Context: an optimization exercise on an open-source flow, tuned for small area, a short achievable clock period and few clock cycles per item. The choices shown serve that exercise and are no tape-out recipe. RTL that was checked went through simulation tests only; none was proved equivalent to the original. No driver is modelled on the clock port, so clocking that relies on it looks cheaper here than on a real chip. Power is estimated from default activity; no workload was simulated.

Setup of juniper:
==> module main, before the edit <==
module main(
    input clk, rst, start,
    input [3:0] ip,
    output reg [59:0] ans,
    output reg finish
    );
    function automatic ge4(input [3:0] x, input [3:0] y);
        reg r;
        integer j;
        begin
            r = 1'b1;
            for (j = 0; j < 4; j = j + 1)
                r = (x[j] ^ y[j]) ? x[j] : r;
            ge4 = r;
        end
    endfunction
    function automatic gek(input [6:0] x, input [6:0] k);
        reg r;
        integer j;
        begin
            r = 1'b1;
            for (j = 0; j < 7; j = j + 1)
                r = k[j] ? (x[j] & r) : (x[j] | r);
            gek = r;
        end
    endfunction
    reg [3:0]  d;       
    localparam [6:0] B = 7'd26;
    reg [6:0]  cnt;     
    reg        busy;    
    reg [47:0] s;       
    reg [11:0] v;       
    wire [11:0] keep, frz;
    genvar i;
    generate
        for (i = 0; i < 12; i = i + 1) begin : pos
            assign frz[i]  = gek(cnt, B + 90 + i);
            assign keep[i] = frz[i] | (v[i] & ge4(s[4*i+:4], d));
        end
    endgenerate
    wire [11:0] vn = {keep[10:0], 1'b1};
    wire [11:0] wr = vn & ~keep;
    wire rot  = busy & gek(cnt, B + 86);
    wire addx = gek(cnt, B + 89);
    wire [11:0] sel;
    generate
        for (i = 0; i < 12; i = i + 1) begin : sl
            assign sel[i] = cnt == B + 89 + i;
        end
    endgenerate
    reg  [3:0] ss;
    reg        sv;
    integer k;
    always @(*) begin
        ss = 4'd0;
        sv = 1'b0;
        for (k = 0; k < 12; k = k + 1) begin
            ss = ss | (s[4*k+:4] & {4{sel[k]}});
            sv = sv | (v[k] & sel[k]);
        end
    end
    wire [3:0] x = (sv & ge4(ss, d)) ? ss : (d & {4{addx}});
    wire [3:0] a = ans[59:56];
    wire [4:0] sd;
    wire [4:0] c;
    assign c[0] = 1'b0;
    genvar j;
    generate
        for (j = 0; j < 4; j = j + 1) begin : rc
            assign sd[j] = a[j] ^ x[j] ^ c[j];
            assign c[j+1] = (a[j] & x[j]) | (c[j] & (a[j] ^ x[j]));
        end
    endgenerate
    assign sd[4] = c[4];
    wire [3:0] h = sd[4:1];
    wire cout = h[3] | (h[2] & (h[1] | h[0]));
    wire [3:0] lo = {h[3] ? (h[0] ? 3'b100 : 3'b011) :
                     cout ? {1'b0, h[1] & h[0], h[1] & ~h[0]} : h[2:0], sd[0]};
    wire [13:0] en;
    assign en[0] = 1'b1;
    generate
        for (i = 0; i < 13; i = i + 1) begin : ch
            assign en[i+1] = en[i] & ans[4*i+3] & ans[4*i];
        end
    endgenerate
    wire [13:0] inc = {14{cout}} & en & {frz[10:0], 3'b111};
    wire [59:0] turned;
    assign turned[3:0] = lo;
    generate
        for (i = 1; i < 15; i = i + 1) begin : tn
            wire [3:0] q = ans[4*(i-1)+:4];
            wire t = inc[i-1];
            wire t0 = t & q[0];
            assign turned[4*i]   = q[0] ^ t;
            assign turned[4*i+1] = q[1] ^ (t0 & ~q[3]);
            assign turned[4*i+2] = q[2] ^ (t0 & q[1]);
            assign turned[4*i+3] = q[3] ^ (t0 & (q[3] | (q[2] & q[1])));
        end
    endgenerate
    always @(posedge clk) begin
        d <= ip;
        if (rst) ans <= 60'd0;
        else if (rot) ans <= turned;
        finish <= rst | (finish ? !start : (cnt == B + 7'd100));
        busy <= !rst & (busy ? (cnt != B + 7'd100) : (finish & start));
        cnt <= busy ? cnt + 7'd1 : B;
        v <= (cnt == B) ? 12'd0 : vn;
        for (k = 0; k < 12; k = k + 1)
            if (wr[k]) s[4*k+:4] <= d;
    end
endmodule
Settings: LEC_CHECK=0, ABC_AREA=1, CAP_MARGIN=20, CORE_MARGIN=2, CORE_UTILIZATION=65, CTS_BUF_LIST=sky130_fd_sc_hd__clkbuf_8, CTS_CLUSTER_DIAMETER=100, CTS_CLUSTER_SIZE=30, SLEW_MARGIN=20; clock period 25.0 ns.
standard.sh (not shown) runs the stock make flow with config.mk's settings and CLKGATE_MAP_FILE= SYNTH_SCRIPT=/design/flow/synth_recipe.tcl, a recipe that flattens the netlist after the stock synthesis.
==> flow/flow/run.sh <==
#!/bin/bash
# The standard layout (standard.sh) with these changes:
# - plain buf_1 cells as the port buffers;
# - buffers that Yosys/ABC put in the netlist are removed at floorplan
#   (repair_design adds back what slew and load need);
# - clock tree made by flow/mcts.tcl instead of TritonCTS: the clock port
#   drives one clkbuf_16, which drives one buffer per group of nearby
#   flip-flops;
# - logic cells that synthesis sized up set back to their smallest size
#   (flow/downsize.tcl), and the flip-flops that drive the outputs one size
#   up (flow/upsize_out.tcl);
# - the timing repair after global routing aimed at its worst path, past
#   the 25 ns constraint (the constraint itself is unchanged).
# Each step's full log is in orfs/logs/; standard.sh's own output goes to
# standard_cts.log and standard.log here.
set -euo pipefail
export BUFFER_PORTS_ARGS="-buffer_cell sky130_fd_sc_hd__buf_1"
export REMOVE_ABC_BUFFERS=1
export MCTS_GROUPS=6
export MCTS_LEAF=sky130_fd_sc_hd__clkbuf_16
export PRE_CTS_TCL="$PWD/flow/mcts.tcl"
export PRE_RESIZE_TCL="$PWD/flow/pre_resize.tcl"
bash standard.sh cts > standard_cts.log 2>&1
export SETUP_SLACK_MARGIN=19.1
export TNS_END_PERCENT=0
bash standard.sh > standard.log 2>&1
Other scripts of this flow, unchanged in this note and not shown: flow/flow/downsize.tcl, flow/flow/mcts.tcl, flow/flow/pre_resize.tcl, flow/flow/upsize_out.tcl
Testbench counts of juniper, summed over its fixed seeds: cycles 19,584, lines 192.
Inputs modified between juniper and willow:
-- flow/design.v --
<<< juniper, line 28
    localparam [6:0] B = 7'd26;
    reg [6:0]  cnt;     
    reg        busy;    
    reg [47:0] s;       
    reg [11:0] v;       
>>> willow, line 28
    localparam [6:0] B = 7'd26;
    reg [6:0]  cnt;     
    wire       busy = !finish;    
    reg [47:0] s;       
    reg [11:0] v;       
<<< juniper, line 103
        else if (rot) ans <= turned;
        finish <= rst | (finish ? !start : (cnt == B + 7'd100));
        busy <= !rst & (busy ? (cnt != B + 7'd100) : (finish & start));
        cnt <= busy ? cnt + 7'd1 : B;
        v <= (cnt == B) ? 12'd0 : vn;
>>> willow, line 103
        else if (rot) ans <= turned;
        finish <= rst | (finish ? !start : (cnt == B + 7'd100));
        cnt <= busy ? cnt + 7'd1 : B;
        v <= (cnt == B) ? 12'd0 : vn;
==> comparison <==
willow reached the final stage; the timing, DRC and antenna checks on its layout passed. In willow the sequential cell count turned out 0.75% lower than in juniper. Compared with juniper, in willow wire length up 6.2%; proportion of power drawn by the clock network flat; post-synthesis adder-cell area fraction down 0.28 points; routed length on met1 up 0.76%. Gate count of the mapped netlist is lower on juniper. Synthesized-area fraction occupied by xor and xnor cells delta (willow -> juniper): insignificant. Looking at worst supply voltage drop on vdd, willow sits above juniper. First-pass GRT wire length (higher): willow. On via count, juniper beats willow.
For willow, only the layout was checked, not whether the RTL still works.

* * *

## the previous run
main, a different RTL version from the one above (not shown whole).
Size: about 930 cells after synthesis, ~7200 µm² of cells after synthesis.
==> module main, before the edit <==
module main(
    input clk, rst, start,
    input [3:0] ip,
    output reg [59:0] ans,
    output reg finish
    );
    function automatic ge4(input [3:0] x, input [3:0] y);
        reg r;
        integer j;
        begin
            r = 1'b1;
            for (j = 0; j < 4; j = j + 1)
                r = (x[j] ^ y[j]) ? x[j] : r;
            ge4 = r;
        end
    endfunction
    function automatic gek(input [6:0] x, input [6:0] k);
        reg r;
        integer j;
        begin
            r = 1'b1;
            for (j = 0; j < 7; j = j + 1)
                r = k[j] ? (x[j] & r) : (x[j] | r);
            gek = r;
        end
    endfunction
    reg [3:0]  d;       
    localparam [6:0] B = 7'd26;
    reg [6:0]  cnt;     
    reg        busy;    
    reg [47:0] s;       
    reg [11:0] v;       
    wire [11:0] keep, frz;
    genvar i;
    generate
        for (i = 0; i < 12; i = i + 1) begin : pos
            assign frz[i]  = gek(cnt, B + 90 + i);
            assign keep[i] = frz[i] | (v[i] & ge4(s[4*i+:4], d));
        end
    endgenerate
    wire [11:0] vn = {keep[10:0], 1'b1};
    wire [11:0] wr = vn & ~keep;
    wire rot  = busy & gek(cnt, B + 86);
    wire addx = gek(cnt, B + 89);
    wire [11:0] nsel;
    generate
        for (i = 0; i < 12; i = i + 1) begin : sl
            assign nsel[i] = cnt == B + 88 + i;
        end
    endgenerate
    reg [3:0] ns;
    reg       nv, nw;
    integer k;
    always @(*) begin
        ns = 4'd0;
        nv = 1'b0;
        nw = 1'b0;
        for (k = 0; k < 12; k = k + 1) begin
            ns = ns | (s[4*k+:4] & {4{nsel[k]}});
            nv = nv | (vn[k] & nsel[k]);
            nw = nw | (wr[k] & nsel[k]);
        end
    end
    reg [3:0] ss;       
    reg       sv;       
    always @(posedge clk) begin
        ss <= nw ? d : ns;
        sv <= nv;
    end
    wire [3:0] x = (sv & ge4(ss, d)) ? ss : (d & {4{addx}});
    wire [3:0] a = ans[59:56];
    wire [4:0] sd;
    wire [4:0] c;
    assign c[0] = 1'b0;
    genvar j;
    generate
        for (j = 0; j < 4; j = j + 1) begin : rc
            assign sd[j] = a[j] ^ x[j] ^ c[j];
            assign c[j+1] = (a[j] & x[j]) | (c[j] & (a[j] ^ x[j]));
        end
    endgenerate
    assign sd[4] = c[4];
    wire [3:0] h = sd[4:1];
    wire cout = h[3] | (h[2] & (h[1] | h[0]));
    wire [3:0] lo = {h[3] ? (h[0] ? 3'b100 : 3'b011) :
                     cout ? {1'b0, h[1] & h[0], h[1] & ~h[0]} : h[2:0], sd[0]};
    wire [13:0] en;
    assign en[0] = 1'b1;
    generate
        for (i = 0; i < 13; i = i + 1) begin : ch
            assign en[i+1] = en[i] & ans[4*i+3] & ans[4*i];
        end
    endgenerate
    wire [13:0] inc = {14{cout}} & en & {frz[10:0], 3'b111};
    wire [59:0] turned;
    assign turned[3:0] = lo;
    generate
        for (i = 1; i < 15; i = i + 1) begin : tn
            wire [3:0] q = ans[4*(i-1)+:4];
            wire t = inc[i-1];
            wire t0 = t & q[0];
            assign turned[4*i]   = q[0] ^ t;
            assign turned[4*i+1] = q[1] ^ (t0 & ~q[3]);
            assign turned[4*i+2] = q[2] ^ (t0 & q[1]);
            assign turned[4*i+3] = q[3] ^ (t0 & (q[3] | (q[2] & q[1])));
        end
    endgenerate
    always @(posedge clk) begin
        d <= ip;
        if (rst) ans <= 60'd0;
        else if (rot) ans <= turned;
        finish <= rst | (finish ? !start : (cnt == B + 7'd100));
        busy <= !rst & (busy ? (cnt != B + 7'd100) : (finish & start));
        cnt <= busy ? cnt + 7'd1 : B;
        v <= (cnt == B) ? 12'd0 : vn;
        for (integer m = 0; m < 12; m = m + 1)
            if (wr[m]) s[4*m+:4] <= d;
    end
endmodule
==> flow/config.mk <==
export PLATFORM = sky130hd
export DESIGN_NAME = main
export DESIGN_NICKNAME = main
export VERILOG_FILES = /design/flow/design.v
export SDC_FILE = /design/flow/constraint.sdc
export NUM_CORES = 4
export LEC_CHECK = 0
export ABC_AREA = 1
export CAP_MARGIN = 20
export CORE_MARGIN = 2
export CORE_UTILIZATION = 40
export CTS_BUF_LIST = sky130_fd_sc_hd__clkbuf_8
export CTS_CLUSTER_DIAMETER = 100
export CTS_CLUSTER_SIZE = 30
export SLEW_MARGIN = 20
==> flow/constraint.sdc <==
create_clock -name core_clock -period 25.0 [get_ports {clk}]
set_input_delay 5.0000 -clock core_clock [delete_from_list [all_inputs] [get_ports {clk}]]
set_output_delay 5.0000 -clock core_clock [all_outputs]
set_load 0.01 [all_outputs]
==> flow/flow/run.sh <==
#!/bin/bash
# The standard layout with two changes: plain buf_1 cells as the port
# buffers, and the flip-flops that drive the outputs one size up.
set -euo pipefail
export BUFFER_PORTS_ARGS="-buffer_cell sky130_fd_sc_hd__buf_1"
export PRE_RESIZE_TCL="$PWD/flow/upsize_out.tcl"
bash standard.sh > standard.log 2>&1
==> flow/flow/upsize_out.tcl <==
# Hook run before the resize step: the flip-flops that drive output ports
# through their port buffers get a stronger drive (same function, same cell
# type, larger size), to speed up the paths to the outputs.
set n 0
foreach p [get_ports *] {
  if {[get_property $p direction] != "output"} { continue }
  set net [get_nets [get_name $p]]
  foreach pin [get_pins -of_objects $net -filter "direction==output"] {
    set buf [get_cells -of_objects $pin]
    foreach in [get_pins -of_objects $buf -filter "direction==input"] {
      set n2 [get_nets -of_objects $in]
      foreach dp [get_pins -of_objects $n2 -filter "direction==output"] {
        set ff [get_cells -of_objects $dp]
        if {[get_property $ff ref_name] == "sky130_fd_sc_hd__dfxtp_1"} {
          replace_cell $ff sky130_fd_sc_hd__dfxtp_2
          incr n
        }
      }
    }
  }
}
puts "upsize_out: $n output flip-flops upsized"
Per the final summary, the previous run finished and its layout is clean on timing, DRC and antenna.
diff inputs: the previous run => the current run
--- a/flow/design.v
+++ b/flow/design.v
@@ -40,34 +40,26 @@
     endgenerate
     wire [11:0] vn = {keep[10:0], 1'b1};
     wire [11:0] wr = vn & ~keep;
     wire rot  = busy & gek(cnt, B + 86);
     wire addx = gek(cnt, B + 89);
-    wire [11:0] nsel;
+    wire [11:0] sel;
     generate
         for (i = 0; i < 12; i = i + 1) begin : sl
-            assign nsel[i] = cnt == B + 88 + i;
+            assign sel[i] = cnt == B + 89 + i;
         end
     endgenerate
-    reg [3:0] ns;
-    reg       nv, nw;
+    reg  [3:0] ss;
+    reg        sv;
     integer k;
     always @(*) begin
-        ns = 4'd0;
-        nv = 1'b0;
-        nw = 1'b0;
+        ss = 4'd0;
+        sv = 1'b0;
         for (k = 0; k < 12; k = k + 1) begin
-            ns = ns | (s[4*k+:4] & {4{nsel[k]}});
-            nv = nv | (vn[k] & nsel[k]);
-            nw = nw | (wr[k] & nsel[k]);
+            ss = ss | (s[4*k+:4] & {4{sel[k]}});
+            sv = sv | (v[k] & sel[k]);
         end
-    end
-    reg [3:0] ss;       
-    reg       sv;       
-    always @(posedge clk) begin
-        ss <= nw ? d : ns;
-        sv <= nv;
     end
     wire [3:0] x = (sv & ge4(ss, d)) ? ss : (d & {4{addx}});
     wire [3:0] a = ans[59:56];
     wire [4:0] sd;
     wire [4:0] c;
@@ -111,9 +103,9 @@
         else if (rot) ans <= turned;
         finish <= rst | (finish ? !start : (cnt == B + 7'd100));
         busy <= !rst & (busy ? (cnt != B + 7'd100) : (finish & start));
         cnt <= busy ? cnt + 7'd1 : B;
         v <= (cnt == B) ? 12'd0 : vn;
-        for (integer m = 0; m < 12; m = m + 1)
-            if (wr[m]) s[4*m+:4] <= d;
+        for (k = 0; k < 12; k = k + 1)
+            if (wr[k]) s[4*k+:4] <= d;
     end
 endmodule
--- outcome ---
Going from the previous run to the current run, register-to-register slack decreased by 0.49 ns relative to the old numbers, layout overhead on the synthesized area now sits higher.
There was hardly any difference in vias per cell between the previous run and the current run.
Going from the previous run to the current run, first-pass GRT wire length moved down; power moved down.
[the current run vs the previous run] core utilization: higher in the current run
The previous run → the current run: synthesized cell count saw a decrease; global-route usage now smaller.
Testbench counts of the current run, summed over its fixed seeds: cycles 19,584, lines 192.
The RTL of the previous run was laid out without a check of its function.

* * *

lane 1:
The RTL this note starts from:
==> flow/design.v <==
module main(
    input clk, rst, start,
    input [3:0] ip,
    output reg [59:0] ans,
    output reg finish
    );
    function automatic ge4(input [3:0] x, input [3:0] y);
        reg r;
        integer j;
        begin
            r = 1'b1;
            for (j = 0; j < 4; j = j + 1)
                r = (x[j] ^ y[j]) ? x[j] : r;
            ge4 = r;
        end
    endfunction
    function automatic gek(input [6:0] x, input [6:0] k);
        reg r;
        integer j;
        begin
            r = 1'b1;
            for (j = 0; j < 7; j = j + 1)
                r = k[j] ? (x[j] & r) : (x[j] | r);
            gek = r;
        end
    endfunction
    reg [3:0]  d;       
    reg [6:0]  cnt;     
    reg        busy;    
    reg [47:0] s;       
    reg [11:0] v;       
    wire [11:0] keep, frz;
    genvar i;
    generate
        for (i = 0; i < 12; i = i + 1) begin : pos
            assign frz[i]  = gek(cnt, 90 + i);
            assign keep[i] = frz[i] | (v[i] & ge4(s[4*i+:4], d));
        end
    endgenerate
    wire [11:0] vn = {keep[10:0], 1'b1};
    wire [11:0] wr = vn & ~keep;
    wire rot  = busy & gek(cnt, 86);
    wire addx = gek(cnt, 89);
    wire [11:0] sel;
    generate
        for (i = 0; i < 12; i = i + 1) begin : sl
            assign sel[i] = cnt == 89 + i;
        end
    endgenerate
    reg  [3:0] ss;
    reg        sv;
    integer k;
    always @(*) begin
        ss = 4'd0;
        sv = 1'b0;
        for (k = 0; k < 12; k = k + 1) begin
            ss = ss | (s[4*k+:4] & {4{sel[k]}});
            sv = sv | (v[k] & sel[k]);
        end
    end
    wire [3:0] x = (sv & ge4(ss, d)) ? ss : (d & {4{addx}});
    wire [3:0] a = ans[59:56];
    wire [4:0] sd;
    wire [4:0] c;
    assign c[0] = 1'b0;
    genvar j;
    generate
        for (j = 0; j < 4; j = j + 1) begin : rc
            assign sd[j] = a[j] ^ x[j] ^ c[j];
            assign c[j+1] = (a[j] & x[j]) | (c[j] & (a[j] ^ x[j]));
        end
    endgenerate
    assign sd[4] = c[4];
    wire [3:0] h = sd[4:1];
    wire cout = h[3] | (h[2] & (h[1] | h[0]));
    wire [3:0] lo = {h[3] ? (h[0] ? 3'b100 : 3'b011) :
                     cout ? {1'b0, h[1] & h[0], h[1] & ~h[0]} : h[2:0], sd[0]};
    wire [13:0] en;
    assign en[0] = 1'b1;
    generate
        for (i = 0; i < 13; i = i + 1) begin : ch
            assign en[i+1] = en[i] & ans[4*i+3] & ans[4*i];
        end
    endgenerate
    wire [13:0] inc = {14{cout}} & en & {frz[10:0], 3'b111};
    wire [59:0] turned;
    assign turned[3:0] = lo;
    generate
        for (i = 1; i < 15; i = i + 1) begin : tn
            wire [3:0] q = ans[4*(i-1)+:4];
            wire t = inc[i-1];
            assign turned[4*i]   = q[0] ^ t;
            assign turned[4*i+1] = (q[1] ^ (t & q[0])) & ~(t & q[3]);
            assign turned[4*i+2] = q[2] ^ (t & q[1] & q[0]);
            assign turned[4*i+3] = q[3] ^ (t & q[0] & (q[3] | (q[2] & q[1])));
        end
    endgenerate
    always @(posedge clk) begin
        d <= ip;
        if (rst) ans <= 60'd0;
        else if (rot) ans <= turned;
        finish <= rst | (finish ? !start : (cnt == 7'd100));
        busy <= !rst & (busy ? (cnt != 7'd100) : (finish & start));
        cnt <= busy ? cnt + 7'd1 : 7'd0;
        v <= (cnt == 7'd0) ? 12'd0 : vn;
        for (k = 0; k < 12; k = k + 1)
            if (wr[k]) s[4*k+:4] <= d;
    end
endmodule
export LEC_CHECK = 0
export ABC_AREA = 1
export CAP_MARGIN = 20
export CORE_MARGIN = 2
export CORE_UTILIZATION = 40
export CTS_BUF_LIST = sky130_fd_sc_hd__clkbuf_8
export CTS_CLUSTER_DIAMETER = 100
export CTS_CLUSTER_SIZE = 30
export SLEW_MARGIN = 20
create_clock -name core_clock -period 25.0 [get_ports {clk}]
==> flow/flow/run.sh <==
#!/bin/bash
# Standard layout, with plain buffers on the ports.
set -euo pipefail
export BUFFER_PORTS_ARGS="-buffer_cell sky130_fd_sc_hd__buf_1"
bash standard.sh > standard.log 2>&1
Testbench counts of lane 1, summed over its fixed seeds: cycles 19,584, lines 192.
Changes in lane 2 relative to lane 1:
-- flow/design.v --
<<< lane 1, line 42
    wire rot  = busy & gek(cnt, 86);
    wire addx = gek(cnt, 89);
    wire [11:0] sel;
    generate
        for (i = 0; i < 12; i = i + 1) begin : sl
            assign sel[i] = cnt == 89 + i;
        end
    endgenerate
    reg  [3:0] ss;
    reg        sv;
>>> lane 2, line 42
    wire rot  = busy & gek(cnt, 86);
    wire addx = gek(cnt, 89);
    wire [11:0] sel = frz ^ {frz[10:0], addx};
    reg  [3:0] ss;
    reg        sv;
<<< lane 1, line 76
    wire [3:0] lo = {h[3] ? (h[0] ? 3'b100 : 3'b011) :
                     cout ? {1'b0, h[1] & h[0], h[1] & ~h[0]} : h[2:0], sd[0]};
    wire [13:0] en;
    assign en[0] = 1'b1;
    generate
        for (i = 0; i < 13; i = i + 1) begin : ch
            assign en[i+1] = en[i] & ans[4*i+3] & ans[4*i];
        end
    endgenerate
    wire [13:0] inc = {14{cout}} & en & {frz[10:0], 3'b111};
    wire [59:0] turned;
    assign turned[3:0] = lo;
>>> lane 2, line 71
    wire [3:0] lo = {h[3] ? (h[0] ? 3'b100 : 3'b011) :
                     cout ? {1'b0, h[1] & h[0], h[1] & ~h[0]} : h[2:0], sd[0]};
    wire [14:0] cy;
    assign cy[0] = cout;
    generate
        for (i = 0; i < 14; i = i + 1) begin : ch
            assign cy[i+1] = cy[i] & ans[4*i+3] & ans[4*i];
        end
    endgenerate
    wire [13:0] inc = cy[13:0] & {frz[10:0], 3'b111};
    wire [59:0] turned;
    assign turned[3:0] = lo;
Taking lane 1 over lane 2, the via count of the first global-routing pass ratio works out to 1.08. Sequential portion of the cell area: lane 2 < lane 1. The capturing instance or port of the critical path comes out ans[55] in one run and ans[1] in the other, namely in lane 2 and lane 1 respectively. Changes observed in lane 2 relative to lane 1: met1 track utilization from global routing saw a decrease; detailed-routing wirelength on met1 saw a decrease; CTS H-tree depth saw little to no change. Lane 2 vs. lane 1: power share of the clock group now sits higher, horizontal die dimension now smaller.
No functional check of the RTL was part of lane 2.

## re-timing with driven ports
The flow's constraints put no driver on any port. The routed layouts listed below were extracted and timed again, unchanged, in two steps. Step 1: set_driving_cell puts a clkbuf_16 on clk and a buf_2 on each other input, an assumption about the parent block. Step 2 times the ports against the registers' clock, not the clock port: input delays grow and output delays shrink by t, the midpoint of the rising clock arrivals with the driver on. Slacks: ideal ports / drivers / drivers and shift; pairs: ideal ports / drivers.
| run | t, ns | setup slack, ns | hold WS [ns] | latest minus earliest clock arrival (ns) |
|---|---|---|---|---|
| juniper | 0.384 | 19.084 / 19.043 / 18.793 | 0.477 / 0.477 / 0.477 | 0.014 / 0.014 |
| willow | 0.385 | 19.085 / 19.050 / 18.865 | 0.471 / 0.471 / 0.471 | 0.039 / 0.039 |
| the previous run | 0.475 | 18.773 / 18.789 / 18.315 | 0.482 / 0.482 / 0.482 | 0.022 / 0.021 |
| the current run | 0.484 | 18.896 / 18.896 / 18.678 | 0.472 / 0.472 / 0.472 | 0.012 / 0.012 |
| lane 1 | 0.491 | 18.880 / 18.842 / 18.722 | 0.481 / 0.481 / 0.481 | 0.008 / 0.008 |
| lane 2 | 0.494 | 18.323 / 18.323 / 18.323 | 0.451 / 0.451 / 0.451 | 0.013 / 0.013 |
After both steps every run listed still meets setup and hold. For the previous run, which loses most, drivers alone change the setup slack by +0.016 ns; drivers and shift together by -0.458 ns.
